Background: an optimization exercise with open tools, aiming at small area, a short achievable clock period and few clock cycles per item. Do not read the settings as production practice.
Where RTL was checked, it was by simulation tests only, not by an equivalence proof against the original.
The RTL of runs 4 and 5 was laid out without a check of its function.
No activity file was given, so power comes from the tool's default toggle rates.

==> flow/design.v <==
module ProcessingElement(
  input         clock,
  input         io_valid,     
  input  [7:0]  io_rewardIn_bits_reward,
  input  [10:0] io_rewardIn_bits_idx,
  output [10:0] io_agentIdx,
  input  [7:0]  io_price,
  output [7:0]  io_ben,
  output [7:0]  io_nben,
  output [7:0]  io_reward,
  output [7:0]  io_id
);
  reg [7:0] s1_reward;
  reg [7:0] s1_idx;
  reg       s1_valid;
  always @(posedge clock) begin
    s1_reward <= io_rewardIn_bits_reward;
    s1_idx    <= io_rewardIn_bits_idx[7:0];
    s1_valid  <= io_valid;
  end
  assign io_agentIdx = io_rewardIn_bits_idx;
  Benefit8 sub (.r(s1_reward), .v(s1_valid), .p(io_price), .b(io_ben), .nb(io_nben));
  assign io_reward = s1_reward;
  assign io_id     = s1_idx;
endmodule
module Benefit8(
  input  [7:0] r,
  input        v,
  input  [7:0] p,
  output [7:0] b,
  output [7:0] nb
);
  wire [7:0] nr, g0, t0, h;
  wire [7:0] ng1, nt1, g2, t2, ng3;
  genvar k;
  generate
    for (k = 0; k < 8; k = k + 1) begin : bt
      GInv  inr (.a(r[k]), .y(nr[k]));
      GNor2  ug (.a(nr[k]), .b(p[k]), .y(g0[k]));
      GNand2 ut (.a(nr[k]), .b(p[k]), .y(t0[k]));
      GXnor2 uh (.a(r[k]), .b(p[k]), .y(h[k]));
    end
    GInv l1z (.a(t0[0]), .y(ng1[0]));
    assign nt1[0] = 1'b1;   
    for (k = 1; k < 8; k = k + 1) begin : l1
      if (k == 1) begin : c
        GAoi21 ug (.a1(t0[1]), .a2(t0[0]), .b1(g0[1]), .y(ng1[1]));
      end else begin : n
        GAoi21 ug (.a1(t0[k]), .a2(g0[k-1]), .b1(g0[k]), .y(ng1[k]));
      end
      GNand2 ut (.a(t0[k]), .b(t0[k-1]), .y(nt1[k]));
    end
    for (k = 0; k < 8; k = k + 1) begin : l2
      if (k < 2) begin : c
        GInv ug (.a(ng1[k]), .y(g2[k]));
        assign t2[k] = 1'b0;   
      end else begin : n
        GOai21 ug (.a1(nt1[k]), .a2(ng1[k-2]), .b1(ng1[k]), .y(g2[k]));
        if (k >= 4) begin : t
          GNor2 ut (.a(nt1[k]), .b(nt1[k-2]), .y(t2[k]));
        end else begin : nt
          assign t2[k] = 1'b0;   
        end
      end
    end
    for (k = 0; k < 8; k = k + 1) begin : l3
      if (k < 4) begin : c
        GInv ug (.a(g2[k]), .y(ng3[k]));
      end else begin : n
        GAoi21 ug (.a1(t2[k]), .a2(g2[k-4]), .b1(g2[k]), .y(ng3[k]));
      end
    end
  endgenerate
  wire nv, pos, pos2;
  GInv  iv (.a(v), .y(nv));
  GNor2 up (.a(ng3[7]), .b(nv), .y(pos));
  GNor2 uq (.a(ng3[7]), .b(nv), .y(pos2));
  wire [7:0] d;
  GInv  d0 (.a(h[0]), .y(d[0]));
  generate
    for (k = 1; k < 8; k = k + 1) begin : s
      GXnor2 ux (.a(h[k]), .b(ng3[k-1]), .y(d[k]));
    end
    for (k = 0; k < 8; k = k + 1) begin : m
      GAnd2  ub (.a(d[k]), .b(pos), .y(b[k]));
      GNand2 un (.a(d[k]), .b(pos2), .y(nb[k]));
    end
  endgenerate
endmodule
module Diff8(
  input  [7:0] r,
  input  [7:0] p,
  output [7:0] d
);
  wire [7:0] nr, g0, t0, h;
  wire [7:0] ng1, nt1, g2, t2, ng3;
  genvar k;
  generate
    for (k = 0; k < 8; k = k + 1) begin : bt
      GInv  inr (.a(r[k]), .y(nr[k]));
      GNor2  ug (.a(nr[k]), .b(p[k]), .y(g0[k]));
      GNand2 ut (.a(nr[k]), .b(p[k]), .y(t0[k]));
      GXnor2 uh (.a(r[k]), .b(p[k]), .y(h[k]));
    end
    GInv l1z (.a(t0[0]), .y(ng1[0]));
    assign nt1[0] = 1'b1;   
    for (k = 1; k < 8; k = k + 1) begin : l1
      if (k == 1) begin : c
        GAoi21 ug (.a1(t0[1]), .a2(t0[0]), .b1(g0[1]), .y(ng1[1]));
      end else begin : n
        GAoi21 ug (.a1(t0[k]), .a2(g0[k-1]), .b1(g0[k]), .y(ng1[k]));
      end
      GNand2 ut (.a(t0[k]), .b(t0[k-1]), .y(nt1[k]));
    end
    for (k = 0; k < 8; k = k + 1) begin : l2
      if (k < 2) begin : c
        GInv ug (.a(ng1[k]), .y(g2[k]));
        assign t2[k] = 1'b0;   
      end else begin : n
        GOai21 ug (.a1(nt1[k]), .a2(ng1[k-2]), .b1(ng1[k]), .y(g2[k]));
        if (k >= 4) begin : t
          GNor2 ut (.a(nt1[k]), .b(nt1[k-2]), .y(t2[k]));
        end else begin : nt
          assign t2[k] = 1'b0;   
        end
      end
    end
    for (k = 0; k < 8; k = k + 1) begin : l3
      if (k < 4) begin : c
        GInv ug (.a(g2[k]), .y(ng3[k]));
      end else begin : n
        GAoi21 ug (.a1(t2[k]), .a2(g2[k-4]), .b1(g2[k]), .y(ng3[k]));
      end
    end
  endgenerate
  GInv  d0 (.a(h[0]), .y(d[0]));
  generate
    for (k = 1; k < 8; k = k + 1) begin : s
      GXnor2 ux (.a(h[k]), .b(ng3[k-1]), .y(d[k]));
    end
  endgenerate
endmodule
module Ge8G(
  input  [7:0] a,
  input  [7:0] nb,
  output       y
);
  wire [7:0] ng, nt;
  wire [3:0] g1, t1;
  wire nglo, nghi, nthi;
  genvar k;
  generate
    for (k = 0; k < 8; k = k + 1) begin : bt
      if (k > 0) begin : g
        GNand2 ug (.a(a[k]), .b(nb[k]), .y(ng[k]));    
      end else begin : g0
        assign ng[k] = 1'b1;   
      end
      GNor2  ut (.a(a[k]), .b(nb[k]), .y(nt[k]));       
    end
    for (k = 0; k < 4; k = k + 1) begin : l1
      if (k == 0) begin : c
        GOai21 ug (.a1(nt[1]), .a2(nt[0]), .b1(ng[1]), .y(g1[0]));
        assign t1[0] = 1'b0;   
      end else begin : n
        GOai21 ug (.a1(nt[2*k+1]), .a2(ng[2*k]), .b1(ng[2*k+1]), .y(g1[k]));
        GNor2  ut (.a(nt[2*k+1]), .b(nt[2*k]), .y(t1[k]));
      end
    end
  endgenerate
  GAoi21 l2a (.a1(t1[1]), .a2(g1[0]), .b1(g1[1]), .y(nglo));
  GAoi21 l2b (.a1(t1[3]), .a2(g1[2]), .b1(g1[3]), .y(nghi));
  GNand2 l2c (.a(t1[3]), .b(t1[2]), .y(nthi));
  GOai21 l3  (.a1(nthi), .a2(nglo), .b1(nghi), .y(y));
endmodule
module Gt8G(
  input  [7:0] a,
  input  [7:0] nb,
  output       y
);
  wire [7:0] ng, nt;
  wire [3:0] g1, t1;
  wire nglo, nghi, nthi;
  genvar k;
  generate
    for (k = 0; k < 8; k = k + 1) begin : bt
      GNand2 ug (.a(a[k]), .b(nb[k]), .y(ng[k]));       
      if (k > 0) begin : t
        GNor2  ut (.a(a[k]), .b(nb[k]), .y(nt[k]));     
      end else begin : t0
        assign nt[k] = 1'b1;   
      end
    end
    for (k = 0; k < 4; k = k + 1) begin : l1
      if (k == 0) begin : c
        GOai21 ug (.a1(nt[1]), .a2(ng[0]), .b1(ng[1]), .y(g1[0]));
        assign t1[0] = 1'b0;   
      end else begin : n
        GOai21 ug (.a1(nt[2*k+1]), .a2(ng[2*k]), .b1(ng[2*k+1]), .y(g1[k]));
        GNor2  ut (.a(nt[2*k+1]), .b(nt[2*k]), .y(t1[k]));
      end
    end
  endgenerate
  GAoi21 l2a (.a1(t1[1]), .a2(g1[0]), .b1(g1[1]), .y(nglo));
  GAoi21 l2b (.a1(t1[3]), .a2(g1[2]), .b1(g1[3]), .y(nghi));
  GNand2 l2c (.a(t1[3]), .b(t1[2]), .y(nthi));
  GOai21 l3  (.a1(nthi), .a2(nglo), .b1(nghi), .y(y));
endmodule
module GInv(input a, output y); assign y = ~a; endmodule
module GAnd2(input a, input b, output y); assign y = a & b; endmodule
module GNand2(input a, input b, output y); assign y = ~(a & b); endmodule
module GNor2(input a, input b, output y); assign y = ~(a | b); endmodule
module GNand3(input a, input b, input c, output y); assign y = ~(a & b & c); endmodule
module GNor3(input a, input b, input c, output y); assign y = ~(a | b | c); endmodule
module GNor4(input a, input b, input c, input d, output y); assign y = ~(a | b | c | d); endmodule
module GNand4(input a, input b, input c, input d, output y); assign y = ~(a & b & c & d); endmodule
module GMux2(input a, input b, input s, output y); assign y = s ? b : a; endmodule
module GOr3(input a, input b, input c, output y); assign y = a | b | c; endmodule
module GAo22(input a1, input a2, input b1, input b2, output y); assign y = (a1 & a2) | (b1 & b2); endmodule
module GXor2(input a, input b, output y); assign y = a ^ b; endmodule
module GXnor2(input a, input b, output y); assign y = ~(a ^ b); endmodule
module GAoi21(input a1, input a2, input b1, output y); assign y = ~((a1 & a2) | b1); endmodule
module GOai21(input a1, input a2, input b1, output y); assign y = ~((a1 | a2) & b1); endmodule
module GAoi22(input a1, input a2, input b1, input b2, output y); assign y = ~((a1 & a2) | (b1 & b2)); endmodule
module GOai22(input a1, input a2, input b1, input b2, output y); assign y = ~((a1 | a2) & (b1 | b2)); endmodule
module Win9(input [8:0] nb, output y0, output y1, output y2);
  wire a, b, c;
  GNand3 ua (.a(nb[0]), .b(nb[1]), .c(nb[2]), .y(a));
  GNand3 ub (.a(nb[3]), .b(nb[4]), .c(nb[5]), .y(b));
  GNand3 uc (.a(nb[6]), .b(nb[7]), .c(nb[8]), .y(c));
  GNor3  o0 (.a(a), .b(b), .c(c), .y(y0));
  GNor3  o1 (.a(a), .b(b), .c(c), .y(y1));
  GNor3  o2 (.a(a), .b(b), .c(c), .y(y2));
endmodule
module Win8(input [7:0] nb, output y0, output y1, output y2);
  wire a, b, c;
  GNand3 ua (.a(nb[0]), .b(nb[1]), .c(nb[2]), .y(a));
  GNand3 ub (.a(nb[3]), .b(nb[4]), .c(nb[5]), .y(b));
  GNand2 uc (.a(nb[6]), .b(nb[7]), .y(c));
  GNor3  o0 (.a(a), .b(b), .c(c), .y(y0));
  GNor3  o1 (.a(a), .b(b), .c(c), .y(y1));
  GNor3  o2 (.a(a), .b(b), .c(c), .y(y2));
endmodule
module One8(input [7:0] nb, output y);
  wire [3:0] n2, o2;
  wire [1:0] one4n, none4n;
  genvar k;
  generate
    for (k = 0; k < 4; k = k + 1) begin : l1
      GAnd2 un (.a(nb[2*k]), .b(nb[2*k+1]), .y(n2[k]));    
      GXor2 uo (.a(nb[2*k]), .b(nb[2*k+1]), .y(o2[k]));    
    end
    for (k = 0; k < 2; k = k + 1) begin : l2
      GAoi22 uo (.a1(o2[2*k]), .a2(n2[2*k+1]), .b1(n2[2*k]), .b2(o2[2*k+1]), .y(one4n[k]));
      GNand2 un (.a(n2[2*k]), .b(n2[2*k+1]), .y(none4n[k]));
    end
  endgenerate
  GOai22 l3 (.a1(one4n[0]), .a2(none4n[1]), .b1(none4n[0]), .b2(one4n[1]), .y(y));
endmodule
module Sel9(
  input  [71:0] v,
  input  [8:0]  s,
  output [7:0]  y
);
  genvar b, i;
  generate
    for (b = 0; b < 8; b = b + 1) begin : bsl
      wire [8:0] t;
      wire p0, p1, p2;
      for (i = 0; i < 9; i = i + 1) begin : term
        GNand2 u (.a(s[i]), .b(v[8*i+b]), .y(t[i]));
      end
      GNand3 o0 (.a(t[0]), .b(t[1]), .c(t[2]), .y(p0));
      GNand3 o1 (.a(t[3]), .b(t[4]), .c(t[5]), .y(p1));
      GNand3 o2 (.a(t[6]), .b(t[7]), .c(t[8]), .y(p2));
      GOr3   o3 (.a(p0), .b(p1), .c(p2), .y(y[b]));
    end
  endgenerate
endmodule
module Max8(input [7:0] a, input [7:0] b, output [7:0] y, output ge);
  wire [7:0] nb;
  Inv8 ib (.a(b), .y(nb));
  Ge8G c (.a(a), .nb(nb), .y(ge));
  genvar k;
  generate
    for (k = 0; k < 8; k = k + 1) begin : m
      GMux2 u (.a(b[k]), .b(a[k]), .s(ge), .y(y[k]));
    end
  endgenerate
endmodule
module Inv8(input [7:0] a, output [7:0] y);
  genvar k;
  generate
    for (k = 0; k < 8; k = k + 1) begin : b
      GInv u (.a(a[k]), .y(y[k]));
    end
  endgenerate
endmodule
module One9(input [8:0] nb, output y);
  wire [3:0] nn2, o2, no2;
  wire [1:0] one4, none4;
  wire none8n, one8n, nb8n;
  genvar k;
  generate
    for (k = 0; k < 4; k = k + 1) begin : l1
      GNand2 un (.a(nb[2*k]), .b(nb[2*k+1]), .y(nn2[k]));    
      GXnor2 uo (.a(nb[2*k]), .b(nb[2*k+1]), .y(no2[k]));    
    end
    for (k = 0; k < 2; k = k + 1) begin : l2
      GOai22 uo (.a1(no2[2*k]), .a2(nn2[2*k+1]), .b1(nn2[2*k]), .b2(no2[2*k+1]), .y(one4[k]));
      GNor2  un (.a(nn2[2*k]), .b(nn2[2*k+1]), .y(none4[k]));
    end
  endgenerate
  GAoi22 l3o (.a1(one4[0]), .a2(none4[1]), .b1(none4[0]), .b2(one4[1]), .y(one8n));
  GNand2 l3n (.a(none4[0]), .b(none4[1]), .y(none8n));
  GInv   i8  (.a(nb[8]), .y(nb8n));
  GOai22 l4  (.a1(one8n), .a2(nb8n), .b1(none8n), .b2(nb[8]), .y(y));
endmodule
module One8e(input [7:0] nb, input en, output y);
  wire [3:0] nn2, no2;
  wire [1:0] one4, none4;
  wire one8n, nen;
  genvar k;
  generate
    for (k = 0; k < 4; k = k + 1) begin : l1
      GNand2 un (.a(nb[2*k]), .b(nb[2*k+1]), .y(nn2[k]));    
      GXnor2 uo (.a(nb[2*k]), .b(nb[2*k+1]), .y(no2[k]));    
    end
    for (k = 0; k < 2; k = k + 1) begin : l2
      GOai22 uo (.a1(no2[2*k]), .a2(nn2[2*k+1]), .b1(nn2[2*k]), .b2(no2[2*k+1]), .y(one4[k]));
      GNor2  un (.a(nn2[2*k]), .b(nn2[2*k+1]), .y(none4[k]));
    end
  endgenerate
  GAoi22 l3 (.a1(one4[0]), .a2(none4[1]), .b1(none4[0]), .b2(one4[1]), .y(one8n));
  GInv   ie (.a(en), .y(nen));
  GNor2  l4 (.a(one8n), .b(nen), .y(y));
endmodule
module All8e(input [7:0] v, input en, output y0, output y1, output y2);
  wire a, b, c;
  GNand3 ua (.a(v[0]), .b(v[1]), .c(v[2]), .y(a));
  GNand3 ub (.a(v[3]), .b(v[4]), .c(v[5]), .y(b));
  GNand3 uc (.a(v[6]), .b(v[7]), .c(en), .y(c));
  GNor3  o0 (.a(a), .b(b), .c(c), .y(y0));
  GNor3  o1 (.a(a), .b(b), .c(c), .y(y1));
  GNor3  o2 (.a(a), .b(b), .c(c), .y(y2));
endmodule
module Sel10(
  input  [79:0] v,
  input  [9:0]  s,
  output reg [7:0] y
);
  integer i;
  always @* begin
    y = 8'd0;
    for (i = 0; i < 10; i = i + 1)
      y = y | ({8{s[i]}} & v[8*i +: 8]);
  end
endmodule
module BidPart(
  input  [7:0] best,
  input  [7:0] second,
  input  [7:0] reward,
  output [7:0] d
);
  wire [7:0] x;
  wire e0, e1, e, ne;
  genvar k;
  generate
    for (k = 0; k < 8; k = k + 1) begin : q
      GXnor2 u (.a(best[k]), .b(second[k]), .y(x[k]));
    end
  endgenerate
  GNand4 q0 (.a(x[0]), .b(x[1]), .c(x[2]), .d(x[3]), .y(e0));
  GNand4 q1 (.a(x[4]), .b(x[5]), .c(x[6]), .d(x[7]), .y(e1));
  GNor2  q2 (.a(e0), .b(e1), .y(e));
  GInv   q3 (.a(e), .y(ne));
  wire [7:0] dec = second - 8'd1;
  wire [7:0] sub;
  generate
    for (k = 0; k < 8; k = k + 1) begin : m
      GAo22 u (.a1(e), .a2(dec[k]), .b1(ne), .b2(second[k]), .y(sub[k]));
    end
  endgenerate
  Diff8 df (.r(reward), .p(sub), .d(d));
endmodule
module BidCalc2(
  input  [7:0] best,
  input  [7:0] second1,
  input  [7:0] second2,
  input        first,     
  input  [7:0] reward,
  output [7:0] bid
);
  wire z0, z1, nz, nfirst, sel1, sel2;
  GNor4  n0 (.a(best[0]), .b(best[1]), .c(best[2]), .d(best[3]), .y(z0));
  GNor4  n1 (.a(best[4]), .b(best[5]), .c(best[6]), .d(best[7]), .y(z1));
  GNand2 n2 (.a(z0), .b(z1), .y(nz));
  GInv   n3 (.a(first), .y(nfirst));
  GAnd2  n4 (.a(nz), .b(first), .y(sel1));
  GAnd2  n5 (.a(nz), .b(nfirst), .y(sel2));
  wire [7:0] d1, d2;
  BidPart p1 (.best(best), .second(second1), .reward(reward), .d(d1));
  BidPart p2 (.best(best), .second(second2), .reward(reward), .d(d2));
  genvar k;
  generate
    for (k = 0; k < 8; k = k + 1) begin : m
      GAo22 u (.a1(sel1), .a2(d1[k]), .b1(sel2), .b2(d2[k]), .y(bid[k]));
    end
  endgenerate
endmodule
module SearchTask(
  input         clock,
  input         reset,
  input         io_inValid,
  input         io_inLast,
  output        io_inReady,
  output        io_fire,
  input  [63:0] io_ben,
  input  [63:0] io_nben,
  input  [63:0] io_reward,
  input  [63:0] io_id,
  input         io_resultOut_ready,
  output        io_resultOut_valid,
  output [10:0] io_resultOut_bits_winner,
  output [7:0]  io_resultOut_bits_bid
);
  reg       s_valid;    
  reg       s_last;     
  reg       act;        
  reg       done;       
  reg [7:0] accBest;
  reg [7:0] accSecond1;   
  reg [7:0] accSecond2;
  reg [7:0] accId;
  reg [7:0] accReward;
  wire busy = (done & ~io_resultOut_ready) | (s_valid & s_last);
  assign io_inReady = ~busy;
  assign io_fire = io_inValid & ~busy;
  wire part = act | ~s_valid;
  wire [7:0] accSecond;
  wire       second1;
  Max8 ms2 (.a(accSecond1), .b(accSecond2), .y(accSecond), .ge(second1));
  wire [7:0] nb [0:7];
  wire [7:0] yA;    
  genvar i, j;
  generate
    for (i = 0; i < 8; i = i + 1) begin : row
      for (j = i + 1; j < 8; j = j + 1) begin : col
        wire y, ny;
        if ((i + j) % 2 == 0) begin : fwd
          Ge8G c (.a(io_ben[8*i +: 8]), .nb(io_nben[8*j +: 8]), .y(y));
          GInv inv (.a(y), .y(ny));
          assign nb[j][i]   = ny;
          assign nb[i][j-1] = y;
        end else begin : rev
          Gt8G c (.a(io_ben[8*j +: 8]), .nb(io_nben[8*i +: 8]), .y(y));
          GInv inv (.a(y), .y(ny));
          assign nb[i][j-1] = ny;
          assign nb[j][i]   = y;
        end
      end
      Ge8G ca (.a(accBest), .nb(io_nben[8*i +: 8]), .y(yA[i]));
      GNand2 na (.a(yA[i]), .b(part), .y(nb[i][7]));
    end
  endgenerate
  wire [7:0] wB, wI, wR, sL;
  wire       wAB, wAI, wAR, sA;
  generate
    for (i = 0; i < 8; i = i + 1) begin : rk
      Win8 w (.nb(nb[i]), .y0(wB[i]), .y1(wI[i]), .y2(wR[i]));
      One8 s (.nb(nb[i]), .y(sL[i]));
    end
  endgenerate
  All8e wa (.v(yA), .en(part), .y0(wAB), .y1(wAI), .y2(wAR));
  One8e sa (.nb(yA), .en(part), .y(sA));
  wire [7:0] nBest, nNext, nId, nReward;
  Sel9 mb (.v({io_ben, accBest}),      .s({wB, wAB}), .y(nBest));
  Sel9 ms (.v({io_ben, accBest}),      .s({sL, sA}),  .y(nNext));
  Sel9 mi (.v({io_id, accId}),         .s({wI, wAI}), .y(nId));
  Sel9 mr (.v({io_reward, accReward}), .s({wR, wAR}), .y(nReward));
  always @(posedge clock) begin
    if (reset) begin
      s_valid <= 1'b0;
      act     <= 1'b0;
      done    <= 1'b0;
    end else begin
      s_valid <= io_fire;
      if (s_valid) begin
        act  <= ~s_last;
        done <= s_last;
      end else if (io_resultOut_ready) begin
        done <= 1'b0;
      end
    end
    s_last     <= io_inLast;
    accBest    <= nBest;
    accSecond1 <= accSecond & {8{wAB}};
    accSecond2 <= nNext;
    accId      <= nId;
    accReward  <= nReward;
  end
  assign io_resultOut_valid       = done;
  assign io_resultOut_bits_winner = {3'd0, accId};
  BidCalc2 bc (.best(accBest), .second1(accSecond1), .second2(accSecond2), .first(second1),
               .reward(accReward), .bid(io_resultOut_bits_bid));
endmodule
module AuctionSearch(
  input         clock,
  input         reset,
  output        io_rewardIn_0_ready,
  input         io_rewardIn_0_valid,
  input  [7:0]  io_rewardIn_0_reward,
  input  [10:0] io_rewardIn_0_idx,
  input         io_rewardIn_0_last,
  output [10:0] io_agentIdx_0,
  input  [7:0]  io_price_0,
  output        io_rewardIn_1_ready,
  input         io_rewardIn_1_valid,
  input  [7:0]  io_rewardIn_1_reward,
  input  [10:0] io_rewardIn_1_idx,
  output [10:0] io_agentIdx_1,
  input  [7:0]  io_price_1,
  output        io_rewardIn_2_ready,
  input         io_rewardIn_2_valid,
  input  [7:0]  io_rewardIn_2_reward,
  input  [10:0] io_rewardIn_2_idx,
  output [10:0] io_agentIdx_2,
  input  [7:0]  io_price_2,
  output        io_rewardIn_3_ready,
  input         io_rewardIn_3_valid,
  input  [7:0]  io_rewardIn_3_reward,
  input  [10:0] io_rewardIn_3_idx,
  output [10:0] io_agentIdx_3,
  input  [7:0]  io_price_3,
  output        io_rewardIn_4_ready,
  input         io_rewardIn_4_valid,
  input  [7:0]  io_rewardIn_4_reward,
  input  [10:0] io_rewardIn_4_idx,
  output [10:0] io_agentIdx_4,
  input  [7:0]  io_price_4,
  output        io_rewardIn_5_ready,
  input         io_rewardIn_5_valid,
  input  [7:0]  io_rewardIn_5_reward,
  input  [10:0] io_rewardIn_5_idx,
  output [10:0] io_agentIdx_5,
  input  [7:0]  io_price_5,
  output        io_rewardIn_6_ready,
  input         io_rewardIn_6_valid,
  input  [7:0]  io_rewardIn_6_reward,
  input  [10:0] io_rewardIn_6_idx,
  output [10:0] io_agentIdx_6,
  input  [7:0]  io_price_6,
  output        io_rewardIn_7_ready,
  input         io_rewardIn_7_valid,
  input  [7:0]  io_rewardIn_7_reward,
  input  [10:0] io_rewardIn_7_idx,
  output [10:0] io_agentIdx_7,
  input  [7:0]  io_price_7,
  input         io_resultOut_ready,
  output        io_resultOut_valid,
  output [10:0] io_resultOut_winner,
  output [7:0]  io_resultOut_bid
);
  wire        ready;
  wire        fire;
  wire [63:0] ben, nben, reward, id;
  assign io_rewardIn_0_ready = ready;
  assign io_rewardIn_1_ready = ready;
  assign io_rewardIn_2_ready = ready;
  assign io_rewardIn_3_ready = ready;
  assign io_rewardIn_4_ready = ready;
  assign io_rewardIn_5_ready = ready;
  assign io_rewardIn_6_ready = ready;
  assign io_rewardIn_7_ready = ready;
  ProcessingElement pes_0 (
    .clock(clock),
    .io_valid(io_rewardIn_0_valid & fire),
    .io_rewardIn_bits_reward(io_rewardIn_0_reward),
    .io_rewardIn_bits_idx(io_rewardIn_0_idx),
    .io_agentIdx(io_agentIdx_0),
    .io_price(io_price_0),
    .io_ben(ben[7:0]),
    .io_nben(nben[7:0]),
    .io_reward(reward[7:0]),
    .io_id(id[7:0])
  );
  ProcessingElement pes_1 (
    .clock(clock),
    .io_valid(io_rewardIn_1_valid & fire),
    .io_rewardIn_bits_reward(io_rewardIn_1_reward),
    .io_rewardIn_bits_idx(io_rewardIn_1_idx),
    .io_agentIdx(io_agentIdx_1),
    .io_price(io_price_1),
    .io_ben(ben[15:8]),
    .io_nben(nben[15:8]),
    .io_reward(reward[15:8]),
    .io_id(id[15:8])
  );
  ProcessingElement pes_2 (
    .clock(clock),
    .io_valid(io_rewardIn_2_valid & fire),
    .io_rewardIn_bits_reward(io_rewardIn_2_reward),
    .io_rewardIn_bits_idx(io_rewardIn_2_idx),
    .io_agentIdx(io_agentIdx_2),
    .io_price(io_price_2),
    .io_ben(ben[23:16]),
    .io_nben(nben[23:16]),
    .io_reward(reward[23:16]),
    .io_id(id[23:16])
  );
  ProcessingElement pes_3 (
    .clock(clock),
    .io_valid(io_rewardIn_3_valid & fire),
    .io_rewardIn_bits_reward(io_rewardIn_3_reward),
    .io_rewardIn_bits_idx(io_rewardIn_3_idx),
    .io_agentIdx(io_agentIdx_3),
    .io_price(io_price_3),
    .io_ben(ben[31:24]),
    .io_nben(nben[31:24]),
    .io_reward(reward[31:24]),
    .io_id(id[31:24])
  );
  ProcessingElement pes_4 (
    .clock(clock),
    .io_valid(io_rewardIn_4_valid & fire),
    .io_rewardIn_bits_reward(io_rewardIn_4_reward),
    .io_rewardIn_bits_idx(io_rewardIn_4_idx),
    .io_agentIdx(io_agentIdx_4),
    .io_price(io_price_4),
    .io_ben(ben[39:32]),
    .io_nben(nben[39:32]),
    .io_reward(reward[39:32]),
    .io_id(id[39:32])
  );
  ProcessingElement pes_5 (
    .clock(clock),
    .io_valid(io_rewardIn_5_valid & fire),
    .io_rewardIn_bits_reward(io_rewardIn_5_reward),
    .io_rewardIn_bits_idx(io_rewardIn_5_idx),
    .io_agentIdx(io_agentIdx_5),
    .io_price(io_price_5),
    .io_ben(ben[47:40]),
    .io_nben(nben[47:40]),
    .io_reward(reward[47:40]),
    .io_id(id[47:40])
  );
  ProcessingElement pes_6 (
    .clock(clock),
    .io_valid(io_rewardIn_6_valid & fire),
    .io_rewardIn_bits_reward(io_rewardIn_6_reward),
    .io_rewardIn_bits_idx(io_rewardIn_6_idx),
    .io_agentIdx(io_agentIdx_6),
    .io_price(io_price_6),
    .io_ben(ben[55:48]),
    .io_nben(nben[55:48]),
    .io_reward(reward[55:48]),
    .io_id(id[55:48])
  );
  ProcessingElement pes_7 (
    .clock(clock),
    .io_valid(io_rewardIn_7_valid & fire),
    .io_rewardIn_bits_reward(io_rewardIn_7_reward),
    .io_rewardIn_bits_idx(io_rewardIn_7_idx),
    .io_agentIdx(io_agentIdx_7),
    .io_price(io_price_7),
    .io_ben(ben[63:56]),
    .io_nben(nben[63:56]),
    .io_reward(reward[63:56]),
    .io_id(id[63:56])
  );
  SearchTask search (
    .clock(clock),
    .reset(reset),
    .io_inValid(io_rewardIn_0_valid),
    .io_inLast(io_rewardIn_0_last),
    .io_inReady(ready),
    .io_fire(fire),
    .io_ben(ben),
    .io_nben(nben),
    .io_reward(reward),
    .io_id(id),
    .io_resultOut_ready(io_resultOut_ready),
    .io_resultOut_valid(io_resultOut_valid),
    .io_resultOut_bits_winner(io_resultOut_winner),
    .io_resultOut_bits_bid(io_resultOut_bid)
  );
endmodule
==> flow/flow/run.sh <==
#!/bin/bash
# The standard layout (standard.sh), with two changes:
# - plain buf_1 buffers on the ports instead of the flow's default choice (a
#   delay cell); every port still gets its own buffer;
# - after synthesis, every combinational cell is set to the smallest drive of
#   its kind (flow/downsize.tcl); the flow's resizing sizes up what timing needs.
# Each tool's full output goes to a log of its own here; ORFS's per-step logs
# are under orfs/logs/.
set -euo pipefail
export BUFFER_PORTS_ARGS="-buffer_cell sky130_fd_sc_hd__buf_1"
bash standard.sh synth > standard_synth.log 2>&1
export SYNTH_ODB=orfs/results/${FLOW_PLATFORM}/AuctionSearch/base/1_synth.odb
openroad -no_init -exit flow/downsize.tcl > downsize.log 2>&1
touch orfs/results/${FLOW_PLATFORM}/AuctionSearch/base/1_synth.sdc
bash standard.sh > standard.log 2>&1
==> flow/flow/downsize.tcl <==
# Set every combinational cell of the synthesized netlist to the smallest
# drive of its kind (same function and footprint); placement's and timing
# repair's resizing then sizes up what the timing needs. Registers, tie cells
# and delay cells are left as synthesis made them.
read_db $::env(SYNTH_ODB)
set db [ord::get_db]
set block [ord::get_db_block]
set swapped 0
set saved 0.0
foreach inst [$block getInsts] {
  set m [$inst getMaster]
  set name [$m getName]
  if {![regexp {^(sky130_fd_sc_hd__([a-z0-9]+))_([0-9]+)$} $name -> base kind n]} { continue }
  if {[regexp {^(df|edf|sdf|dl|conb|tap|fill|decap|clkdly|dlygate|dlymetal|probe|lpflow|ebuf|einv)} $kind]} { continue }
  set best $m
  foreach s {0 1 2} {
    set c [$db findMaster ${base}_$s]
    if {$c ne "NULL" && [$c getWidth] < [$best getWidth]} { set best $c }
  }
  if {$best ne $m} {
    set saved [expr {$saved + ([$m getWidth] - [$best getWidth]) * [$m getHeight] / 1e6}]
    $inst swapMaster $best
    incr swapped
  }
}
puts "downsize: swapped $swapped cells, [format %.1f $saved] um2 less"
write_db $::env(SYNTH_ODB)
==> flow/standard.sh <==
#!/bin/bash
# synth_recipe.tcl (not shown) runs the flow's synth.tcl, then flattens the netlist and writes it again
# the make line also repeats each setting of config.mk as NAME=value (left out here)
make -C /OpenROAD-flow-scripts/flow DESIGN_CONFIG=/design/flow/config.mk WORK_HOME=/design/flow/orfs CLKGATE_MAP_FILE= SYNTH_SCRIPT=/design/flow/synth_recipe.tcl "${@:-finish}"
==> flow/config.mk <==
export PLATFORM = sky130hd
export DESIGN_NAME = AuctionSearch
export DESIGN_NICKNAME = AuctionSearch
export VERILOG_FILES = /design/flow/design.v
export SDC_FILE = /design/flow/constraint.sdc
export NUM_CORES = 4
export LEC_CHECK = 0
export CAP_MARGIN = 20
export CORE_MARGIN = 2
export CORE_UTILIZATION = 40
export GPL_TIMING_DRIVEN = 0
export PLACE_DENSITY = 0.6
export SETUP_SLACK_MARGIN = 0.1
export SLEW_MARGIN = 20
export SYNTH_HIERARCHICAL = 1
export TNS_END_PERCENT = 10
==> flow/constraint.sdc <==
create_clock -name core_clock -period 4.0 [get_ports {clock}]
set_input_delay 0.8000 -clock core_clock [delete_from_list [all_inputs] [get_ports {clock}]]
set_output_delay 0.8000 -clock core_clock [all_outputs]
set_load 0.01 [all_outputs]
==> results of run 1 <==
-- path summary, 6_finish.rpt --
check	endpoint	slack [ns]
worst max-delay path	search.accSecond2[3]	0.15
worst min-delay path	pes_4.s1_reward[4]	0.38
worst max register to register	search.accSecond2[3]	0.21
worst min register to register	search.act	0.50
-- where the power goes --
group          switching [mW]  internal [mW]
logic                    2.65           1.56
registers               0.125           1.90
clock network           0.894          0.905
total                    3.67           4.36
-- area by class of cell --
cell class,count,area [um2],share of cell area [%]
inverter,213,800,3.86
tap,525,657,3.17
clock inverter,15,204,0.984
multi-input combinational,2379,13000,62.7
timing repair buffer,363,1640,7.92
clock buffer,17,425,2.05
buffer,98,368,1.77
sequential,180,3650,17.6
-- stage by stage --
step           hold slack (ns)  cell area [um2]  setup TNS, ns
5_1_grt                  0.353            20700              0
2_1_floorplan            0.465            16200              0
4_1_cts                  0.332            19100              0
3_5_place_dp             0.486            18100         -30.46
6_report                 0.376            20700              0
3_3_place_gp             0.480            18000         -40.44
-- timing repair --
| action | CTS | global route |
|---|---|---|
| endpoints found under the setup margin | 40 | 42 |
| gates resized for setup | 117 | 320 |
| buffers inserted | 7 | 37 |
| cloned | 0 | 3 |
| pin swaps | 0 | 51 |
-- critical path: stages --
cell     delay (ns)
buf_1          0.17
nand2_1        0.13
a21oi_2        0.19
o21ai_2        0.10
a21oi_4        0.28
nor2_4         0.10
buf_12         0.15
nand2_1        0.15
nand2_1        0.09
o21ai_1        0.22
a21oi_2        0.12
o21ai_4        0.25
inv_1          0.13
xor2_1         0.18
a22oi_2        0.25
o22ai_4        0.16
nand2_1        0.10
nand3_1        0.15
or3_1          0.47
-- layer usage --
| metal | up-vias | wire, um | global-route usage, % |
|---|---|---|---|
| met5 | - | 0 | 0 |
| met1 | 9161 | 26900 | 37.5 |
| met2 | 1019 | 31000 | 49.2 |
| met3 | 229 | 6320 | 6.70 |
| li1 | 9888 | - | - |
| met4 | 0 | 4420 | 19.0 |
-- placed cells by master, fill, tap and decap left out, types with 22 or more instances in the layout --
master,instances
xnor2_2,24
a21oi_1,140
nand2_2,35
nand3_1,117
and2_1,50
nand2_1,782
or3_1,32
o21ai_1,206
and2_4,44
nand2_4,22
xnor2_1,148
nor2_1,507
dfxtp_1,160
a22o_1,25
buf_1,414
xor2_1,40
buf_4,34
a21oi_2,39
inv_1,213
and2_2,22
==> impl_metrics.json, run 1 <==
{
  "max_freq_mhz": 260,
  "cts_sinks": 180,
  "ir_drop_v": 0.000377,
  "period_share_pct": 96.3,
  "path_max_fanout": 8,
  "drive_above_1_share_pct": 12.1,
  "core-area_um2": 39800,
  "wire_per_inst_um": 18.1,
  "cts_buffers": 17,
  "antenna_cells": 0,
  "setup_viol": 0,
  "area_growth_pct": 28.3,
  "postLayoutCoreUtil_pct": 52.1,
  "worst_slew_pin_slew_ns": 0.897,
  "vias": 20300,
  "cts_buffer_depth": 2,
  "ant_nets": 0,
  "reg2reg_depth": 19,
  "hold_violations": 0,
  "worstHoldPathType": "in -> reg",
  "status": "complete, no violations",
  "period_needed_ns": 3.85,
  "die_x_um": 205,
  "crit_path_end_kind": "register",
  "worstSetupStartpointType": "primary input",
  "synth_cells": 2865,
  "slew_violations": 0,
  "crit_path_start": "io_price_3[3]",
  "cts_hold_buf": 0,
  "setup_ws_ns": 0.149,
  "grt_antenna_before_repair": 1,
  "htreeDepth": 4,
  "cts_tree": "done",
  "grt_use_total_pct": 30.7,
  "post-place-ws_ns": -0.994,
  "drc_errors": 0,
  "final_nets": 3482,
  "syn_avg_cell_area_um2": 5.64,
  "wirelength_um": 68700,
  "drtIter0Drc": 2235,
  "grt_max_degree": 21,
  "io-pin-count": 344,
  "fp.dieArea_um2": 42000,
  "holdPathStages": 1,
  "synth_area_um2": 16200,
  "reg2reg_from": "pes_3.s1_reward[3]",
  "path_class": "in -> reg",
  "dp_cells": 3711,
  "io_buffer_count": 316,
  "vias_per_cell": 5.36,
  "grt-ovfl-total": 0,
  "p_per_area_nw_per_um2": 387,
  "arrival_ns": 4.22,
  "hold_start": "io_rewardIn_4_reward[4]",
  "first_pass_iters": 6,
  "fill_cells": 4201,
  "root_buffer": "clkbuf_16",
  "required_ns": 4.37,
  "grt_pass1_wl_um": 96800,
  "clk_latency_ns": 0.51,
  "rsz0062_at_grt": "true",
  "yosys_warnings": 8,
  "place.gp.congestion": 0.957,
  "dp_hpwl_um": 51600,
  "fin_skew_ns": 0.0121,
  "slew_headroom_pct": 39.8,
  "die_y_um": 205,
  "clk_pin_slew_ns": 0.08,
  "power.leakage_nw": 9.04,
  "grt_pass1_vias": 17500,
  "final_cells": 3790,
  "max_cap_viol_count": 0,
  "start_util_pct": 40.6,
  "fp-row-count": 73,
  "finalPower_mw": 8.03
}
Testbench counts, summed over its fixed seeds: cycles 31,933, rounds 5,813.
==> run 2: changes to the inputs <==
--- a/flow/design.v
+++ b/flow/design.v
@@ -257,10 +257,10 @@
   endgenerate
   GOai22 l3 (.a1(one4n[0]), .a2(none4n[1]), .b1(none4n[0]), .b2(one4n[1]), .y(y));
 endmodule
-module Sel9(
+module Sel9n(
   input  [71:0] v,
   input  [8:0]  s,
-  output [7:0]  y
+  output [7:0]  ny
 );
   genvar b, i;
   generate
@@ -273,7 +273,7 @@
       GNand3 o0 (.a(t[0]), .b(t[1]), .c(t[2]), .y(p0));
       GNand3 o1 (.a(t[3]), .b(t[4]), .c(t[5]), .y(p1));
       GNand3 o2 (.a(t[6]), .b(t[7]), .c(t[8]), .y(p2));
-      GOr3   o3 (.a(p0), .b(p1), .c(p2), .y(y[b]));
+      GNor3  o3 (.a(p0), .b(p1), .c(p2), .y(ny[b]));
     end
   endgenerate
 endmodule
@@ -428,11 +428,16 @@
   reg       s_last;     
   reg       act;        
   reg       done;       
-  reg [7:0] accBest;
+  reg [7:0] accBestN;
   reg [7:0] accSecond1;   
-  reg [7:0] accSecond2;
-  reg [7:0] accId;
-  reg [7:0] accReward;
+  reg [7:0] accSecond2N;
+  reg [7:0] accIdN;
+  reg [7:0] accRewardN;
+  wire [7:0] accBest, accSecond2, accId, accReward;
+  Inv8 ib (.a(accBestN),    .y(accBest));
+  Inv8 is (.a(accSecond2N), .y(accSecond2));
+  Inv8 ii (.a(accIdN),      .y(accId));
+  Inv8 ir (.a(accRewardN),  .y(accReward));
   wire busy = (done & ~io_resultOut_ready) | (s_valid & s_last);
   assign io_inReady = ~busy;
   assign io_fire = io_inValid & ~busy;
@@ -473,11 +478,11 @@
   endgenerate
   All8e wa (.v(yA), .en(part), .y0(wAB), .y1(wAI), .y2(wAR));
   One8e sa (.nb(yA), .en(part), .y(sA));
-  wire [7:0] nBest, nNext, nId, nReward;
-  Sel9 mb (.v({io_ben, accBest}),      .s({wB, wAB}), .y(nBest));
-  Sel9 ms (.v({io_ben, accBest}),      .s({sL, sA}),  .y(nNext));
-  Sel9 mi (.v({io_id, accId}),         .s({wI, wAI}), .y(nId));
-  Sel9 mr (.v({io_reward, accReward}), .s({wR, wAR}), .y(nReward));
+  wire [7:0] nBestN, nNextN, nIdN, nRewardN;
+  Sel9n mb (.v({io_ben, accBest}),      .s({wB, wAB}), .ny(nBestN));
+  Sel9n ms (.v({io_ben, accBest}),      .s({sL, sA}),  .ny(nNextN));
+  Sel9n mi (.v({io_id, accId}),         .s({wI, wAI}), .ny(nIdN));
+  Sel9n mr (.v({io_reward, accReward}), .s({wR, wAR}), .ny(nRewardN));
   always @(posedge clock) begin
     if (reset) begin
       s_valid <= 1'b0;
@@ -493,11 +498,11 @@
       end
     end
     s_last     <= io_inLast;
-    accBest    <= nBest;
-    accSecond1 <= accSecond & {8{wAB}};
-    accSecond2 <= nNext;
-    accId      <= nId;
-    accReward  <= nReward;
+    accBestN    <= nBestN;
+    accSecond1  <= accSecond & {8{wAB}};
+    accSecond2N <= nNextN;
+    accIdN      <= nIdN;
+    accRewardN  <= nRewardN;
   end
   assign io_resultOut_valid       = done;
   assign io_resultOut_bits_winner = {3'd0, accId};
--- a/flow/config.mk
+++ b/flow/config.mk
@@ -13,4 +13,3 @@
 export SETUP_SLACK_MARGIN = 0.1
 export SLEW_MARGIN = 20
 export SYNTH_HIERARCHICAL = 1
-export TNS_END_PERCENT = 10
==> run 2 against run 1 <==
Net effect: still clean on timing, DRC and antenna; global-route usage increased by 1.3 points; cell count increased by 0.82%; clock skew increased by 0.0089 ns; flip-flop and latch count unchanged; clock power about the same; critical endpoint is now io_resultOut_bid[7].
==> impl_metrics.json, run 2 <==
{
  "finalSetupTns_ns": 0,
  "final_nets": 3513,
  "fill_cells": 4200,
  "core-area_um2": 39900,
  "period_needed_ns": 3.93,
  "synth_cells": 2897,
  "grt-ovfl-total": 0,
  "setup_ws_ns": 0.0690,
  "io-pin-count": 344,
  "path_class": "reg -> out",
  "ir_drop_v": 0.000292,
  "synth_area_um2": 16200,
  "worstHoldPathType": "in -> reg",
  "wire_per_inst_um": 18.3,
  "postLayoutCoreUtil_pct": 50.8,
  "start_util_pct": 40.7,
  "fp-row-count": 73,
  "first_pass_iters": 8,
  "power.leakage_nw": 8.79,
  "clk_pin_slew_ns": 0.09,
  "rsz0062_at_grt": "true",
  "final_area_um2": 20300,
  "htreeDepth": 4,
  "status": "complete, no violations",
  "wirelength_um": 70000,
  "grt_pass1_wl_um": 102000,
  "die_x_um": 206,
  "slew_headroom_pct": 44.4,
  "p_per_area_nw_per_um2": 390,
  "grt_antenna_before_repair": 0,
  "fin_skew_ns": 0.0210,
  "yosys_warnings": 8,
  "hold_violations": 0,
  "cts_tree": "done",
  "cts_sinks": 180,
  "arrival_ns": 3.13,
  "syn_avg_cell_area_um2": 5.61,
  "max_cap_viol_count": 0,
  "die_y_um": 206,
  "fp.dieArea_um2": 42200,
  "root_buffer": "clkbuf_16",
  "vias_per_cell": 5.42,
  "io_buffer_count": 316,
  "grt_use_total_pct": 32.1,
  "layout_commonest_cell": "nand2_1",
  "area_growth_pct": 24.9,
  "setup_viol": 0,
  "period_share_pct": 98.3,
  "required_ns": 3.20,
  "ant_nets": 0,
  "path_max_fanout": 6,
  "antenna_cells": 0,
  "crit_path_end_kind": "output port",
  "post-place-ws_ns": -0.852,
  "worst_slew_pin_slew_ns": 0.829,
  "place.gp.congestion": 0.980,
  "dpl_cell_area_um2": 18200,
  "dp_hpwl_um": 53300,
  "drive_above_1_share_pct": 10.5,
  "cts_buffer_depth": 2,
  "clk_latency_ns": 0.50,
  "finalPower_mw": 7.91,
  "drc_errors": 0,
  "mostFrequentLayoutCells": "nand2_1, nor2_1, buf_1, inv_1, o21ai_1",
  "grt_pass1_vias": 18500,
  "drtIter0Drc": 2351,
  "grt_max_degree": 22,
  "vias": 20700,
  "worstSetupStartpointType": "register",
  "max_freq_mhz": 254,
  "slew_violations": 0,
  "cts_buffers": 17
}
==> run 2: cell count changes in the layout (fill, tap and decap cells not counted), moves of 16 or more <==
cell     before  now
a21oi_1     140  170
a21oi_2      39   10
and2_2       22   38
and2_4       44   22
inv_1       213  235
nand2_4      22    0
nor3_1        3   27
or3_1        32    0
==> run 2: power breakdown <==
| group | switching [mW] | internal (mW) | leakage [nW] |
|---|---|---|---|
| Sequential | 0.0589 | 1.90 | 1.50 |
| Clock | 0.933 | 0.859 | 0.298 |
| Combinational | 2.66 | 1.51 | 6.99 |
==> run 2: per-layer routing <==
metal | wire [um] | vias to the layer above | GRT usage (%)
met5 | 0 | - | 0
met4 | 4350 | 0 | 18.8
met3 | 6460 | 232 | 5.62
met2 | 31600 | 1125 | 52.2
met1 | 27600 | 9401 | 39.6
li1 | - | 9941 | -
==> run 2: worst max-delay path: stages, from the launching register on <==
cell        delay, ns
dfxtp_2          0.37
clkinvlp_4       0.17
buf_4            0.18
xnor2_1          0.12
nand4_1          0.19
nor2_4           0.25
buf_4            0.17
a22o_1           0.25
nand2_1          0.10
a21oi_1          0.15
o21ai_1          0.10
a21oi_2          0.16
xnor2_1          0.13
a22o_1           0.15
buf_1            0.16
==> run 2: metrics by stage <==
stage,std cells,hold slack [ns]
after floorplan,2899,0.461
after global placement,3740,0.473
after detailed placement,3745,0.475
after CTS,3803,0.346
after global routing,3821,0.367
final,3821,0.383
==> run 2: area by class of cell <==
type / instances / area [um2] / share of cell area (%)
plain buffers: 98 / 368 / 1.81
well taps: 525 / 657 / 3.24
clock buffers: 17 / 425 / 2.10
flip-flops and latches: 180 / 3620 / 17.9
repair inverters: 7 / 35.0 / 0.173
repair buffers: 358 / 1590 / 7.83
inverters: 245 / 956 / 4.71
multi-input cells: 2376 / 12400 / 61.3
clock inverters: 15 / 200 / 0.987
==> run 2: timing repair <==
item,4_1_cts,5_1_grt
setup endpoints to repair,48,48
gates cloned,7,0
pin swaps,5,24
hold buffers,0,0
resized for setup,107,208
setup buffers,19,18
==> run 2: path summary, 6_finish.rpt <==
kind / startpoint / endpoint / slack (ns) / depth (start not counted)
min: io_rewardIn_2_reward[1] / pes_2.s1_reward[1] / 0.38 / 1
min reg2reg: pes_6.s1_idx[2] / search.accIdN[2] / 0.49 / 3
max: search.accBestN[7] / io_resultOut_bid[7] / 0.07 / 14
max reg2reg: pes_2.s1_reward[1] / search.accIdN[2] / 0.25 / 17
Testbench counts of run 2, summed over its fixed seeds: cycles 31,933, rounds 5,813.
==> run 3: changes to the inputs <==
--- a/flow/config.mk
+++ b/flow/config.mk
@@ -13,3 +13,4 @@
 export SETUP_SLACK_MARGIN = 0.1
 export SLEW_MARGIN = 20
 export SYNTH_HIERARCHICAL = 1
+export TNS_END_PERCENT = 10
==> run 3 against run 2 <==
Net effect: clock-buffer cell count unchanged; combinational power fell by 3%; die area is the same; sequential power about the same; clock power hardly changed; clock skew decreased by 0.0024 ns; critical path depth unchanged; via count down 0.60%; worst hold slack got worse by 0.0028 ns; cell area fell by 1.6%; critical path type unchanged; highest routed layer unchanged.
==> impl_metrics.json, run 3 <==
{
  "vias_per_cell": 5.40,
  "final_nets": 3500,
  "io_buffer_count": 316,
  "period_share_pct": 96.4,
  "slew_violations": 0,
  "crit_path_end_kind": "output port",
  "grt-ovfl-total": 0,
  "hold_violations": 0,
  "p_per_area_nw_per_um2": 391,
  "period_needed_ns": 3.86,
  "grt_pass1_wl_um": 102000,
  "ir_drop_v": 0.000297,
  "worstSetupStartpointType": "register",
  "ant_nets": 0,
  "die_x_um": 206,
  "r2r_setup_slack_ns": 0.17,
  "cts_hold_buf": 0,
  "postLayoutCoreUtil_pct": 50.0,
  "power.leakage_nw": 8.70,
  "hold_start": "io_rewardIn_2_reward[1]",
  "reg2reg_depth": 18,
  "dpl_cell_area_um2": 18200,
  "setup_viol": 0,
  "fill_cells": 4216,
  "finalPower_mw": 7.80,
  "final_cells": 3808,
  "cts_sinks": 180,
  "drc_errors": 0,
  "wirelength_um": 69900,
  "layout_commonest_cell": "nand2_1",
  "post-place-ws_ns": -0.852,
  "clk_pin_slew_ns": 0.09,
  "area_growth_pct": 22.9,
  "reg2reg_to": "search.accSecond2N[2]",
  "required_ns": 3.20,
  "grt_pass1_vias": 18500,
  "arrival_ns": 3.06,
  "io-pin-count": 344,
  "path_max_fanout": 8,
  "fp.dieArea_um2": 42200,
  "cts_buffer_depth": 2,
  "grt_use_total_pct": 32.1,
  "root_buffer": "clkbuf_16",
  "fin_skew_ns": 0.0186,
  "antenna_cells": 0,
  "syn_avg_cell_area_um2": 5.61,
  "rsz0062_at_grt": "true",
  "place.gp.congestion": 0.980,
  "fp-row-count": 73,
  "dp_cells": 3745,
  "crit_path_start": "search.accBestN[3]",
  "synth_area_um2": 16200,
  "max_cap_viol_count": 0,
  "holdPathStages": 1,
  "clk_latency_ns": 0.51,
  "synth_cells": 2897,
  "htreeDepth": 4,
  "start_util_pct": 40.7,
  "drtIter0Drc": 2439,
  "reg2reg_from": "pes_0.s1_reward[2]",
  "setup_ws_ns": 0.144,
  "dp_hpwl_um": 53300,
  "drive_above_1_share_pct": 8.92,
  "final_area_um2": 20000,
  "mostFrequentLayoutCells": "nand2_1, nor2_1, buf_1, inv_1, o21ai_1",
  "max_freq_mhz": 259,
  "die_y_um": 206,
  "yosys_warnings": 8,
  "wire_per_inst_um": 18.3,
  "path_class": "reg -> out",
  "vias": 20600,
  "status": "complete, no violations",
  "worstHoldPathType": "in -> reg",
  "core-area_um2": 39900,
  "cts_buffers": 17,
  "grt_max_degree": 22,
  "slew_headroom_pct": 44.3,
  "grt_antenna_before_repair": 0,
  "cts_tree": "done",
  "min_to": "pes_2.s1_reward[1]",
  "worst_slew_pin_slew_ns": 0.830,
  "first_pass_iters": 8
}
run 3: worst max-delay path by stage:
stage                                  to  slack [ns]
CTS                    search.accBestN[1]        0.05
global placement       search.accBestN[3]       -1.48
detailed placement       search.accIdN[4]       -0.85
floorplan              search.accBestN[0]        0.61
finish                io_resultOut_bid[7]        0.14
global route        search.accSecond2N[2]       -0.02
run 3: cell type report:
| class | count | area (um2) | share of cell area, % |
|---|---|---|---|
| clock buffers | 17 | 425 | 2.13 |
| repair inverters | 7 | 35.0 | 0.175 |
| flip-flops and latches | 180 | 3610 | 18.1 |
| multi-input cells | 2376 | 12300 | 61.4 |
| repair buffers | 345 | 1460 | 7.30 |
| clock inverters | 15 | 200 | 1.00 |
| well taps | 525 | 657 | 3.29 |
| inverters | 245 | 950 | 4.76 |
| plain buffers | 98 | 368 | 1.84 |
run 3: power breakdown:
| group | switching [mW] | internal, mW | total (mW) |
|---|---|---|---|
| clock network | 0.935 | 0.858 | 1.79 |
| registers | 0.0593 | 1.90 | 1.96 |
| logic | 2.60 | 1.44 | 4.04 |
run 3: metrics by stage:
stage	setup TNS [ns]	hold WS, ns
floorplan	0	0.461
global placement	-44.75	0.473
detailed placement	-29.34	0.475
CTS	0	0.346
global route	-0.0427	0.363
finish	0	0.380
run 3: per-layer routing:
metal,global-route usage (%),part of all wire [%],vias up
li1,-,-,9910
met1,39.7,40,9311
met2,52.3,45,1122
met3,6.08,9.0,231
met4,17.8,6.1,0
met5,0,0,-
run 3: critical path, cell delays in order (launching register included):
cell,delay [ns]
dfxtp_4,0.38
clkinvlp_4,0.17
buf_4,0.21
xnor2_1,0.14
nand4_1,0.16
nor2_4,0.18
inv_2,0.12
a22o_1,0.29
nor2_1,0.16
a21oi_1,0.07
o21ai_1,0.18
a21oi_2,0.06
xnor2_1,0.15
a22o_1,0.15
buf_1,0.16
run 3: what timing repair did:
item	4_1_cts	5_1_grt
setup endpoints to repair	48	48
gates resized for setup	94	168
buffers inserted	17	7
pin swaps	3	17
gates cloned	7	0
==> run 4: changes to the inputs <==
--- a/flow/design.v
+++ b/flow/design.v
@@ -38,7 +38,7 @@
       GInv  inr (.a(r[k]), .y(nr[k]));
       GNor2  ug (.a(nr[k]), .b(p[k]), .y(g0[k]));
       GNand2 ut (.a(nr[k]), .b(p[k]), .y(t0[k]));
-      GXnor2 uh (.a(r[k]), .b(p[k]), .y(h[k]));
+      GNor2b uh (.a(g0[k]), .bn(t0[k]), .y(h[k]));       
     end
     GInv l1z (.a(t0[0]), .y(ng1[0]));
     assign nt1[0] = 1'b1;   
@@ -100,7 +100,7 @@
       GInv  inr (.a(r[k]), .y(nr[k]));
       GNor2  ug (.a(nr[k]), .b(p[k]), .y(g0[k]));
       GNand2 ut (.a(nr[k]), .b(p[k]), .y(t0[k]));
-      GXnor2 uh (.a(r[k]), .b(p[k]), .y(h[k]));
+      GNor2b uh (.a(g0[k]), .bn(t0[k]), .y(h[k]));       
     end
     GInv l1z (.a(t0[0]), .y(ng1[0]));
     assign nt1[0] = 1'b1;   
@@ -217,6 +217,7 @@
 module GMux2(input a, input b, input s, output y); assign y = s ? b : a; endmodule
 module GOr3(input a, input b, input c, output y); assign y = a | b | c; endmodule
 module GAo22(input a1, input a2, input b1, input b2, output y); assign y = (a1 & a2) | (b1 & b2); endmodule
+module GNor2b(input a, input bn, output y); assign y = ~(a | ~bn); endmodule
 module GXor2(input a, input b, output y); assign y = a ^ b; endmodule
 module GXnor2(input a, input b, output y); assign y = ~(a ^ b); endmodule
 module GAoi21(input a1, input a2, input b1, output y); assign y = ~((a1 & a2) | b1); endmodule
==> run 4 against run 3 <==
Net effect: cell count increased by 0.68%; die area decreased by 0.85%; routed wire length increased by 0.96%; non-clock buffer count increased by 10; worst hold slack improved by 0.030 ns; via count increased by 0.11%; combinational power decreased by 4%; cell area increased by 0.33%; critical path type unchanged; critical endpoint is now io_resultOut_bid[5]; highest routed layer unchanged.
==> impl_metrics.json, run 4 <==
{
  "die_x_um": 205,
  "slew_headroom_pct": 35.9,
  "grt-ovfl-total": 0,
  "post-place-ws_ns": -0.889,
  "drc_errors": 0,
  "dp_hpwl_um": 52700,
  "rsz0062_at_grt": "true",
  "drtIter0Drc": 2284,
  "worst_slew_pin_slew_ns": 0.955,
  "dpl_cell_area_um2": 18100,
  "synth_area_um2": 16100,
  "hold_violations": 0,
  "holdWs_ns": 0.410,
  "die_y_um": 205,
  "required_ns": 3.20,
  "status": "complete, no violations",
  "root_buffer": "clkbuf_16",
  "period_needed_ns": 3.91,
  "setup_viol": 0,
  "io_buffer_count": 316,
  "max_cap_viol_count": 0,
  "fp-row-count": 73,
  "grt_pass1_vias": 18500,
  "layout_commonest_cell": "nand2_1",
  "period_share_pct": 97.8,
  "syn_avg_cell_area_um2": 5.53,
  "antenna_cells": 0,
  "seq_area_um2": 3610,
  "wire_per_inst_um": 18.4,
  "place.gp.congestion": 0.991,
  "grt_antenna_before_repair": 1,
  "grt_use_total_pct": 32.2,
  "crit_path_end_kind": "output port",
  "cts_sinks": 180,
  "vias": 20600,
  "finalPower_mw": 7.53,
  "final_cells": 3834,
  "power.leakage_nw": 8.78,
  "area_growth_pct": 24.4,
  "cts_hold_buf": 0,
  "synth_cells": 2913,
  "cts_buffers": 17,
  "ant_nets": 0,
  "final_area_um2": 20000,
  "io-pin-count": 344,
  "grt_pass1_wl_um": 102000,
  "fp.dieArea_um2": 41900,
  "setup_ws_ns": 0.0886,
  "fill_cells": 4162,
  "path_max_fanout": 4,
  "fin_skew_ns": 0.0361,
  "worstSetupStartpointType": "register",
  "path_class": "reg -> out",
  "clk_latency_ns": 0.49,
  "clk_pin_slew_ns": 0.09,
  "dp_cells": 3762,
  "yosys_warnings": 8,
  "p_per_area_nw_per_um2": 376,
  "core-area_um2": 39700,
  "max_freq_mhz": 256,
  "final_nets": 3527,
  "grt_max_degree": 19,
  "mostFrequentLayoutCells": "nand2_1, nor2_1, buf_1, inv_1, o21ai_1",
  "cts_tree": "done",
  "htreeDepth": 4,
  "wirelength_um": 70500,
  "worstHoldPathType": "in -> reg",
  "vias_per_cell": 5.37,
  "first_pass_iters": 7,
  "multi_input_area_um2": 12300,
  "cts_buffer_depth": 2,
  "start_util_pct": 40.5,
  "arrival_ns": 3.11,
  "slew_violations": 0,
  "drive_above_1_share_pct": 9.79,
  "ir_drop_v": 0.000317
}
-- run 4: final cells by class --
cell class,count,share of cell area [%]
Timing Repair inverter,7,0.175
Clock buffer,17,2.12
Tap cell,525,3.28
Sequential cell,180,18.0
Multi-Input combinational cell,2391,61.2
Buffer,98,1.84
Timing Repair Buffer,355,7.73
Inverter,247,4.79
Clock inverter,14,0.806
-- run 4: where the power goes --
group | total [mW] | internal, mW | leakage (nW) | switching (mW)
clock network | 1.72 | 0.885 | 0.286 | 0.836
logic | 3.86 | 1.39 | 6.99 | 2.47
registers | 1.95 | 1.90 | 1.50 | 0.0450
-- run 4: per-layer routing --
metal	global-route usage (%)	routed length (um)	vias up
met1	40.7	28100	9319
met5	0	0	-
met4	18.2	4280	0
met2	51.2	31200	1078
met3	6.30	7030	214
li1	-	-	9986
-- run 4: repair_timing --
| item | CTS | global route |
|---|---|---|
| resized for setup | 100 | 202 |
| endpoints found under the setup margin | 40 | 48 |
| endpoints found under the hold margin | 0 | 0 |
| cloned | 7 | 1 |
| buffers inserted | 20 | 13 |
| pin swaps | 3 | 24 |
-- run 4: worst paths after layout --
check | from | slack, ns | end | cells past startpoint
setup reg to reg | pes_0.s1_reward[1] | 0.15 | search.accSecond2N[1] | 18
hold / removal | io_rewardIn_5_reward[5] | 0.41 | pes_5.s1_reward[5] | 1
hold reg to reg | pes_6.s1_idx[0] | 0.49 | search.accIdN[0] | 3
setup / recovery | search.accBestN[4] | 0.09 | io_resultOut_bid[5] | 13
-- run 4: stage by stage --
| step | TNS [ns] | util (%) |
|---|---|---|
| 4_1_cts | 0 | 48.2 |
| 6_report | 0 | 50.4 |
| 2_1_floorplan | 0 | - |
| 3_5_place_dp | -29.21 | 45.5 |
| 3_3_place_gp | -41.34 | 45.2 |
| 5_1_grt | -0.0572 | 50.4 |
-- run 4: critical path, stage by stage, from the launching register on --
cell	delay [ns]
dfxtp_2	0.39
clkinvlp_4	0.25
xnor2_2	0.21
nand4_1	0.18
nor2_4	0.16
buf_4	0.14
a22o_1	0.25
nand2_2	0.12
a21oi_2	0.20
o21ai_1	0.09
a21oi_1	0.15
xnor2_1	0.17
a22o_1	0.17
buf_1	0.14
==> run 5: changes to the inputs <==
--- a/flow/config.mk
+++ b/flow/config.mk
@@ -10,7 +10,7 @@
 export CORE_UTILIZATION = 40
 export GPL_TIMING_DRIVEN = 0
 export PLACE_DENSITY = 0.6
-export SETUP_SLACK_MARGIN = 0.1
+export SETUP_SLACK_MARGIN = 0.11
 export SLEW_MARGIN = 20
 export SYNTH_HIERARCHICAL = 1
 export TNS_END_PERCENT = 10
==> run 5 against run 4 <==
Net effect: still clean; core utilization grew 0.20 points; via count shrank 0.42%; combinational power is essentially flat; routed wire length is essentially flat; clock-buffer cell count is the same; clock skew shrank 0.0019 ns; cell area grew 0.41%; critical path type unchanged; highest routed layer unchanged.
==> impl_metrics.json, run 5 <==
{
  "status": "complete, no violations",
  "grt_use_total_pct": 32.2,
  "start_util_pct": 40.5,
  "crit_path_end_kind": "output port",
  "multi_input_area_um2": 12300,
  "ir_drop_v": 0.000318,
  "postLayoutCoreUtil_pct": 50.6,
  "drtIter0Drc": 2349,
  "final_nets": 3527,
  "reg2reg_from": "pes_0.s1_reward[1]",
  "vias": 20500,
  "cts_hold_buf": 0,
  "max_cap_viol_count": 0,
  "cts_buffers": 17,
  "max_freq_mhz": 256,
  "fp-row-count": 73,
  "drc_errors": 0,
  "fin_skew_ns": 0.0343,
  "die_y_um": 205,
  "cpPeakStageDelay_ns": 0.40,
  "holdWs_ns": 0.407,
  "core-area_um2": 39700,
  "ant_nets": 0,
  "grt_pass1_wl_um": 102000,
  "cts_sinks": 180,
  "period_needed_ns": 3.91,
  "clk_pin_slew_ns": 0.09,
  "root_buffer": "clkbuf_16",
  "dp_cells": 3762,
  "io_buffer_count": 316,
  "wire_per_inst_um": 18.4,
  "area_growth_pct": 24.9,
  "grt_max_degree": 19,
  "worst_slew_pin_slew_ns": 0.983,
  "fp.dieArea_um2": 41900,
  "finalPower_mw": 7.55,
  "slew_headroom_pct": 34.0,
  "path_class": "reg -> out",
  "synth_cells": 2913,
  "setup_viol": 0,
  "dp_hpwl_um": 52700,
  "antenna_cells": 0,
  "arrival_ns": 3.11,
  "period_share_pct": 97.8,
  "hold_start": "io_rewardIn_5_reward[5]",
  "holdPathStages": 1,
  "grt_pass1_vias": 18500,
  "die_x_um": 205,
  "path_max_fanout": 4,
  "reg2reg_to": "search.accSecond2N[7]",
  "power.leakage_nw": 8.85,
  "htreeDepth": 4,
  "cts_tree": "done",
  "grt_antenna_before_repair": 1,
  "drive_above_1_share_pct": 9.94,
  "seq_area_um2": 3610,
  "cp_top_family": "compound AO/OA/AOI/OAI gates",
  "hold_violations": 0,
  "syn_avg_cell_area_um2": 5.53,
  "mostFrequentLayoutCells": "nand2_1, nor2_1, buf_1, inv_1, o21ai_1",
  "crit_chain": "clkinvlp_4 > xnor2_1 > nand4_1 > nor2_4 > buf_4 > a22o_1 > nand2_2 > a21oi_2 > o21ai_1 > a21oi_1 > xnor2_1 > a22o_1 > buf_1",
  "final_cells": 3834,
  "grt-ovfl-total": 0,
  "yosys_warnings": 8,
  "reg2reg_depth": 18,
  "layout_commonest_cell": "nand2_1",
  "p_per_area_nw_per_um2": 375,
  "r2r_setup_slack_ns": 0.14,
  "required_ns": 3.20,
  "min_to": "pes_5.s1_reward[5]",
  "synth_area_um2": 16100,
  "wirelength_um": 70500,
  "final_area_um2": 20100,
  "worstHoldPathType": "in -> reg",
  "cp_num_buf_inv": 3,
  "first_pass_iters": 7,
  "dpl_cell_area_um2": 18100,
  "cp_slowest_cell": "dfxtp_2",
  "worstSetupStartpointType": "register",
  "place.gp.congestion": 0.991,
  "clk_latency_ns": 0.49,
  "rsz0062_at_grt": "true",
  "io-pin-count": 344,
  "cts_buffer_depth": 2,
  "fill_cells": 4155,
  "slew_violations": 0,
  "vias_per_cell": 5.35
}
-- run 5: cell type report --
cell class                 count  share of cell area [%]
multi-input combinational   2391                    61.3
timing repair inverter         7                   0.174
tap                          525                    3.27
clock buffer                  17                    2.12
clock inverter                14                   0.803
timing repair buffer         355                    7.75
inverter                     247                    4.77
buffer                        98                    1.83
sequential                   180                    18.0
-- run 5: worst register-to-register path, stage by stage (launching register included) --
cell	delay, ns
dfxtp_1	0.37
inv_1	0.07
nor2_1	0.18
a21oi_1	0.09
o21ai_1	0.27
inv_1	0.12
xnor2_2	0.34
and2_2	0.39
nor2_1	0.08
nor2_1	0.11
nand2_1	0.07
o21ai_2	0.30
inv_1	0.14
xor2_1	0.16
a22oi_1	0.24
o22ai_2	0.21
nand2_1	0.14
nand3_1	0.10
nor3_1	0.38
-- run 5: metrics by stage --
stage	worst slack, ns	setup TNS [ns]
after floorplan	0.597	0
after global placement	-1.24	-41.34
after detailed placement	-0.889	-29.21
after CTS	0.101	0
after global routing	0.00453	0
final	0.0879	0
-- run 5: what timing repair did --
item                       in CTS  in global routing
setup buffers                  20                 13
pin swaps                       3                 26
setup endpoints to repair      40                 48
gates resized for setup       103                213
gates cloned                    7                  1
-- run 5: routing by layer --
metal  track usage (%)  part of all wire (%)  wire length [um]  vias to the layer above
li1                  -                     -                 -                     9982
met1              40.7                    40             28400                     9280
met2              51.2                    44             31200                     1029
met3              6.28                   9.6              6780                      219
met4              18.1                   5.9              4200                        0
met5                 0                     0                 0                        -
-- run 5: how the worst max path moves through the flow --
stage,from,to,slack [ns],depth (start not counted)
2_1_floorplan,io_price_4[3],search.accBestN[0],0.60,15
5_1_grt,search.accBestN[5],io_resultOut_bid[4],0.005,13
3_3_place_gp,io_price_6[1],search.accRewardN[4],-1.24,17
6_report,search.accBestN[5],io_resultOut_bid[5],0.09,13
4_1_cts,io_price_4[1],search.accSecond2N[6],0.10,18
3_5_place_dp,io_price_1[2],search.accSecond2N[4],-0.89,18
-- run 5: power breakdown --
group	internal (mW)	total [mW]	switching [mW]
combinational	1.39	3.88	2.49
sequential	1.90	1.95	0.0448
clock	0.885	1.72	0.836
total	4.18	7.55	3.37

[static timing again, ports no longer ideal]
The flow's constraints put no driver on any port. The routed layouts listed below were extracted and timed again, unchanged, in two steps.
Step 1, drivers: a clkbuf_16 drives clock and a buf_2 each remaining input, both assumed.
Step 2 adds t to the input delays and takes it off the output delays; t is the mean of the earliest and latest rising clock arrival at the registers after step 1. Input paths then give back, and output paths get back, about the clock's delay inside the block.
Three values: ideal, step 1, step 2; two values: the first two.
| run | t (ns) | setup WS [ns] | worst setup path after step 2 | worst register clock-pin slew, ns | worst slew at a driven data input, ns |
|---|---|---|---|---|---|
| run 1 | 0.558 | 0.149 / 0.156 / -0.372 | input to register | 0.08 / 0.08 | 0.05 |
| run 2 | 0.540 | 0.069 / 0.020 / -0.304 | input to register | 0.09 / 0.09 | 0.06 |
| run 3 | 0.544 | 0.144 / 0.096 / -0.346 | input to register | 0.09 / 0.09 | 0.06 |
| run 4 | 0.519 | 0.089 / 0.042 / -0.382 | input to register | 0.09 / 0.09 | 0.05 |
| run 5 | 0.519 | 0.088 / 0.042 / -0.383 | input to register | 0.09 / 0.09 | 0.05 |
With both steps, setup timing fails in every run listed, where it was met with ideal ports. The setup slack of run 1, which loses most, moves by +0.007 ns with the drivers and by -0.521 ns with both steps.
